Source: an optimization exercise on an open RTL-to-GDS flow (aim: small area, a short achievable clock period and few clock cycles per item). Production flows keep margins and buffers that such runs may drop.
Where RTL was checked, it was by simulation tests only, not by an equivalence proof against the original.

==> inputs of run a <==
## mult_top
module mult_top (
    input  logic        clock,
    input  logic        reset,
    input  logic        in_valid,
    input  logic [31:0] in_rs1,
    input  logic [31:0] in_rs2,
    input  logic [5:0]  in_dest,
    input  logic [3:0]  in_bm,
    input  logic [2:0]  in_func,
    output logic        fu_free,
    input  logic [3:0]  b_mm_resolve,
    input  logic        b_mm_mispred,
    input  logic        cdb_gnt,
    output logic        out_valid,
    output logic [31:0] out_result,
    output logic [5:0]  out_dest
);
==> flow/config.mk <==
export PLATFORM = sky130hd
export DESIGN_NAME = mult_top
export DESIGN_NICKNAME = mult_top
export VERILOG_FILES = /design/flow/design.v
export SDC_FILE = /design/flow/constraint.sdc
export NUM_CORES = 4
export LEC_CHECK = 0
export CAP_MARGIN = 20
export CORE_MARGIN = 2
export CORE_UTILIZATION = 50
export CTS_BUF_LIST = sky130_fd_sc_hd__clkbuf_4 sky130_fd_sc_hd__clkbuf_8
export PLACE_DENSITY = 0.65
export SETUP_SLACK_MARGIN = 1.5
export SLEW_MARGIN = 20
export SYNTH_HIERARCHICAL = 1
export SYNTH_MINIMUM_KEEP_SIZE = 0
==> flow/constraint.sdc <==
create_clock -name core_clock -period 6.5 [get_ports {clock}]
set_input_delay 1.3000 -clock core_clock [delete_from_list [all_inputs] [get_ports {clock}]]
set_output_delay 1.3000 -clock core_clock [all_outputs]
set_load 0.01 [all_outputs]
standard.sh (not shown) runs the stock make flow with config.mk's settings and CLKGATE_MAP_FILE= SYNTH_SCRIPT=/design/flow/synth_recipe.tcl, a recipe that flattens the netlist after the stock synthesis.
==> flow/flow/run.sh <==
#!/bin/bash
# The standard layout (standard.sh) with two changes to how it is made:
# the input and output ports get plain buf_2 buffers (buffer_ports would
# otherwise pick a delay cell), and clock-tree synthesis inserts no dummy
# loads.  The full make output goes to standard.log in the work folder.
set -euo pipefail
export BUFFER_PORTS_ARGS="-buffer_cell sky130_fd_sc_hd__buf_2"
export CTS_ARGS="-sink_clustering_enable -repair_clock_nets -dont_use_dummy_load -buf_list {sky130_fd_sc_hd__clkbuf_4 sky130_fd_sc_hd__clkbuf_8}"
bash standard.sh > standard.log 2>&1
==> run b: changes against run a <==
Settings changed: CORE_UTILIZATION 50 to 58, PLACE_DENSITY 0.65 to 0.72.
==> run c: changes against run a <==
Settings changed: SETUP_SLACK_MARGIN 1.5 to 1.2.
==> summary of the runs <==
- The lowest first-iteration DRC count belongs to run c, the highest to run b.
- Against run b, the final cell count of run c is higher by about 1.1%.
- In synthesized area, run c and run a do not differ.
- The highest sequential share of layout area belongs to run c, the lowest to run a.
- In clock-buffer cell count, run a and run c do not differ.
- Via count: run b > run a > run c.
- Global-route usage, highest first: run b, run a, run c.
- Between run b and run c, the lower die area is in run b (gap 14%, measured against run c).
- Between run a and run b, the lower fmax is in run b (gap 0.76%, measured against run b).
==> figures <==
| item | run a | run c | run b |
|---|---|---|---|
| Run status | complete, no violations | complete, no violations | complete, no violations |
| Number of gates resized after CTS | 49 | 7 | 43 |
| Place WS | 649 ps | 655 ps | 572 ps |
| Total number of tap cells | 782 | 782 | 680 |
| Full die area | 62700 sq um | 62700 sq um | 54200 sq um |
| Hold_ws | 494 ps | 492 ps | 491 ps |
| Multi-input combinational cell count | 2538 | 2536 | 2537 |
| Launch instance of the worst min-delay path | bm_q[3] | bm_q[3] | bm_q[0] |
| Critical Path Stages | 12 | 12 | 13 |
| Crit path capture | t_q[93] | t_q[77] | t_q[106] |
| Placeable core area | 60100 sq um | 60100 sq um | 51500 sq um |
| Vertical extent of the die | 250 um | 250 um | 233 um |
| Ratio of layout area to synthesized area | 1.171x | 1.128x | 1.164x |
| Area of all placed cells without fillers | 35500 sq um | 34200 sq um | 35300 sq um |
| Fraction of final layout cells with drive strength greater than 1 | 0.260 | 0.219 | 0.259 |
| Slowest Stage Delay on Critical Path | 550 ps | 520 ps | 490 ps |
| Vias in the first global route | 26939 | 26553 | 26768 |
| Total buffers and inverters traversed by the critical path | 2 | 2 | 4 |
| Instance count after placement with tap cells included | 3783 | 3792 | 3682 |
| Crit path top cell by count | fa_2 | fa_1 | - |
Testbench counts of run a, summed over its fixed seeds: cycles 6,414, items 4,800.
Testbench counts of run b, summed over its fixed seeds: cycles 6,414, items 4,800.
Testbench counts of run c, summed over its fixed seeds: cycles 6,414, items 4,800.

========
==> inputs of job 1357 <==
Another version of the RTL of mult_top (not shown whole).
Settings: LEC_CHECK=0, CAP_MARGIN=20, CORE_MARGIN=2, CORE_UTILIZATION=50, CTS_BUF_LIST=sky130_fd_sc_hd__clkbuf_4 sky130_fd_sc_hd__clkbuf_8, PLACE_DENSITY=0.65, SETUP_SLACK_MARGIN=1.5, SLEW_MARGIN=20, SYNTH_HIERARCHICAL=1, SYNTH_MINIMUM_KEEP_SIZE=0, TNS_END_PERCENT=0; clock period 6.5 ns.
Scripts as last shown in full above: flow/flow/run.sh
==> job 3862 (differences from job 1357) <==
--- a/flow/design.v
+++ b/flow/design.v
@@ -46,25 +46,21 @@
     assign g = ~(g1 & (p1 | g0));
 endmodule
 module mult_and (input logic a, b, output logic y);
     assign y = a & b;
 endmodule
-module mult_sgn (input logic [1:0] f, input logic s, output logic y);
-    assign y = ~(f[1] & f[0]) & s;
-endmodule
 module mult_pre (
     input  logic [31:0] rs1,
     input  logic [31:0] rs2,
     input  logic [1:0]  func,    
     output logic [123:0] t
 );
     logic [34:0] ax, bx;
-    logic sa0, sa1, sb;
-    mult_sgn g_sa0 (.f(func), .s(rs1[31]), .y(sa0));
-    mult_sgn g_sa1 (.f(func), .s(rs1[31]), .y(sa1));
+    logic sa, sb;
+    assign sa = ~(func[1] & func[0]) & rs1[31];
     assign sb = ~func[1] & rs2[31];
-    assign ax = {sa1, sa0, rs1, 1'b0};
+    assign ax = {sa, sa, rs1, 1'b0};
     assign bx = {sb, sb, rs2, 1'b0};
     logic u;         
     assign u = func[1] & rs2[31];
     logic [15:0] one, two;
     mult_benc e0 (.b2(bx[2]), .b1(bx[1]), .b0(bx[0]), .one(one[0]), .two(two[0]));
==> flow/flow/run.sh (replaced) <==
#!/bin/bash
# The standard layout (standard.sh) with two changes to how it is made:
# the input and output ports get plain buf_4 buffers (buffer_ports would
# otherwise pick a delay cell), and clock-tree synthesis inserts no dummy
# loads.  The full make output goes to standard.log in the work folder.
set -euo pipefail
export BUFFER_PORTS_ARGS="-buffer_cell sky130_fd_sc_hd__buf_4"
export CTS_ARGS="-sink_clustering_enable -repair_clock_nets -dont_use_dummy_load -buf_list {sky130_fd_sc_hd__clkbuf_4 sky130_fd_sc_hd__clkbuf_8}"
bash standard.sh > standard.log 2>&1
Settings changed: TNS_END_PERCENT 0 to default.
==> job 1280 (differences from job 1357) <==
--- a/flow/design.v
+++ b/flow/design.v
@@ -46,25 +46,21 @@
     assign g = ~(g1 & (p1 | g0));
 endmodule
 module mult_and (input logic a, b, output logic y);
     assign y = a & b;
 endmodule
-module mult_sgn (input logic [1:0] f, input logic s, output logic y);
-    assign y = ~(f[1] & f[0]) & s;
-endmodule
 module mult_pre (
     input  logic [31:0] rs1,
     input  logic [31:0] rs2,
     input  logic [1:0]  func,    
     output logic [123:0] t
 );
     logic [34:0] ax, bx;
-    logic sa0, sa1, sb;
-    mult_sgn g_sa0 (.f(func), .s(rs1[31]), .y(sa0));
-    mult_sgn g_sa1 (.f(func), .s(rs1[31]), .y(sa1));
+    logic sa, sb;
+    assign sa = ~(func[1] & func[0]) & rs1[31];
     assign sb = ~func[1] & rs2[31];
-    assign ax = {sa1, sa0, rs1, 1'b0};
+    assign ax = {sa, sa, rs1, 1'b0};
     assign bx = {sb, sb, rs2, 1'b0};
     logic u;         
     assign u = func[1] & rs2[31];
     logic [15:0] one, two;
     mult_benc e0 (.b2(bx[2]), .b1(bx[1]), .b0(bx[0]), .one(one[0]), .two(two[0]));
==> results.json <==
{
  "vias_per_cell": 6.74,
  "met3_usage_pct": 9.10,
  "synthCells": 2411,
  "clock_skew_ns": 0.0190,
  "drt_iter0_markers": 2899,
  "fp.dieW_um": 242,
  "seq_share_pct": 12.4,
  "n_fill_cell": 4680,
  "multiInputGateArea_um2": 25200,
  "synth_area_um2": 28200,
  "path_clk_slew_ns": 0.07,
  "detail_route.wl_per_cell_um": 30.6,
  "cpMaxStageDelayCell": "fa_1",
  "multi_input_area_share_pct": 77.3,
  "status": "finished clean",
  "routed-wl-met3_mm": 11.9,
  "cts_setup_buffers": 41,
  "nonClkBufAreaFrac_pct": 6.17
}
That was job 1280.
==> results.json <==
{
  "cts_setup_buffers": 47,
  "status": "finished clean",
  "cpMaxStageDelayCell": "fa_2",
  "nonClkBufAreaFrac_pct": 7.93,
  "vias_per_cell": 6.73,
  "fp.dieW_um": 242,
  "multiInputGateArea_um2": 25600,
  "met3_usage_pct": 9.76
}
That was job 3862.
==> results.json <==
{
  "met3_usage_pct": 8.73,
  "synthCells": 2412,
  "path_clk_slew_ns": 0.09,
  "vias_per_cell": 6.73,
  "status": "finished clean",
  "nonClkBufAreaFrac_pct": 6.79,
  "fp.dieW_um": 242,
  "multiInputGateArea_um2": 25300,
  "multi_input_area_share_pct": 76.8,
  "cpMaxStageDelayCell": "xor2_4",
  "cts_setup_buffers": 26,
  "drt_iter0_markers": 2866
}
That was job 1357.
Testbench counts of job 3862, summed over its fixed seeds: cycles 6,414, items 4,800.
Testbench counts of job 1280, summed over its fixed seeds: cycles 6,414, items 4,800.
Function not checked in job 1357: the RTL went through the layout flow alone.

========
==> inputs of run F <==
mult_top with an RTL version that a note above also has.
==> flow/config.mk <==
export PLATFORM = sky130hd
export DESIGN_NAME = mult_top
export DESIGN_NICKNAME = mult_top
export VERILOG_FILES = /design/flow/design.v
export SDC_FILE = /design/flow/constraint.sdc
export NUM_CORES = 4
export LEC_CHECK = 0
export CAP_MARGIN = 20
export CORE_MARGIN = 2
export CORE_UTILIZATION = 50
export CTS_BUF_LIST = sky130_fd_sc_hd__clkbuf_4 sky130_fd_sc_hd__clkbuf_8
export PLACE_DENSITY = 0.65
export SETUP_SLACK_MARGIN = 1.5
export SLEW_MARGIN = 20
export SYNTH_HIERARCHICAL = 1
export SYNTH_MINIMUM_KEEP_SIZE = 0
==> flow/constraint.sdc <==
create_clock -name core_clock -period 6.5 [get_ports {clock}]
set_input_delay 1.3000 -clock core_clock [delete_from_list [all_inputs] [get_ports {clock}]]
set_output_delay 1.3000 -clock core_clock [all_outputs]
set_load 0.01 [all_outputs]
==> flow/flow/run.sh <==
#!/bin/bash
# The standard layout (standard.sh) with two changes to how it is made:
# the input and output ports get plain buf_2 buffers (buffer_ports would
# otherwise pick a delay cell), and clock-tree synthesis inserts no dummy
# loads.  The full make output goes to standard.log in the work folder.
set -euo pipefail
export BUFFER_PORTS_ARGS="-buffer_cell sky130_fd_sc_hd__buf_2"
export CTS_ARGS="-sink_clustering_enable -repair_clock_nets -dont_use_dummy_load -buf_list {sky130_fd_sc_hd__clkbuf_4 sky130_fd_sc_hd__clkbuf_8}"
bash standard.sh > standard.log 2>&1
==> run X: changes against run F <==
- TNS_END_PERCENT: not set -> 30
==> run E: changes against run F <==
- CAP_MARGIN: 20 -> 0
- SLEW_MARGIN: 20 -> 0
- TNS_END_PERCENT: not set -> 0
==> run Y: changes against run F <==
- SETUP_SLACK_MARGIN: 1.5 -> 1.8
- TNS_END_PERCENT: not set -> 0
==> metrics.cfg <==
[sta]
finalCritPeriodShare=0.7834

[status]
outcome=complete, no violations

[cells_and_area]
seq-cell-share=0.1213
fin_area_mm2=0.03325
final_core_util=0.5931

[critical_path]
cp_slowest_stage_delay_ns=0.57
slowest_stage=fa_2

[detailed_routing]
drt_iter0_markers=2760

[place]
dp_slack_ns=0.6992

-- figures above: run F

==> metrics.cfg <==
[clocking]
cts_resized=106

[cells_and_area]
final_core_util=0.5821
seq-cell-share=0.1236
fin_area_mm2=0.03263

[critical_path]
slowest_stage=fa_1

[grt]
grt-ovfl-total=0
grt_pass1_wl_mm=157.8

[status]
outcome=complete, no violations

[synth]
synthXorXnorAreaFrac=0.1955

[sta]
finalCritPeriodShare=0.7945

-- figures above: run Y

==> metrics.cfg <==
[status]
outcome=complete, no violations

[place]
dp_slack_ns=0.6592

[cells_and_area]
fin_area_mm2=0.03346
final_core_util=0.5969
seq-cell-share=0.1206

[critical_path]
cp_slowest_stage_delay_ns=0.49

[sta]
finalCritPeriodShare=0.7782

[detailed_routing]
drt_iter0_markers=2799

-- figures above: run X

==> metrics.cfg <==
[status]
outcome=complete, no violations

[place]
dp_slack_ns=0.6634

[cells_and_area]
seq-cell-share=0.1236
fin_area_mm2=0.03263

[detailed_routing]
drt_iter0_markers=2899

-- figures above: run E

Testbench counts of run F, summed over its fixed seeds: cycles 6,414, items 4,800.
Testbench counts of run X, summed over its fixed seeds: cycles 6,414, items 4,800.
Testbench counts of run E, summed over its fixed seeds: cycles 6,414, items 4,800.
Testbench counts of run Y, summed over its fixed seeds: cycles 6,414, items 4,800.

==> re-timing with driven ports <==
Ports are ideal in the flow. The routed layouts listed here were re-timed in OpenROAD. Step 1 assumes that a clkbuf_16 drives the clock port and a buf_2 every other input. Step 2 moves the port delays by t, midway between the first and last clock arrival at a register: inputs arrive t later, outputs are due t later. That takes back most of the time a late clock gives input paths. Three values: no drivers, after step 1, after step 2; two values: the first two.
run | t (ns) | slack for setup (ns) | worst data-port slew with drivers (ns)
run a | 0.518 | 1.495 / 1.496 / 0.978 | 0.11
run b | 0.501 | 1.457 / 1.396 / 0.895 | 0.15
run c | 0.514 | 1.202 / 1.189 / 0.675 | 0.14
job 1357 | 0.512 | 1.281 / 1.231 / 0.718 | 0.13
job 3862 | 0.520 | 1.458 / 1.409 / 0.944 | 0.16
job 1280 | 0.505 | 1.335 / 1.250 / 0.745 | 0.14
run F | 0.516 | 1.408 / 1.361 / 0.890 | 0.14
run X | 0.508 | 1.442 / 1.393 / 0.906 | 0.13
run E | 0.505 | 1.335 / 1.250 / 0.745 | 0.14
run Y | 0.505 | 1.335 / 1.250 / 0.745 | 0.14
After both steps every run listed still meets setup and hold.
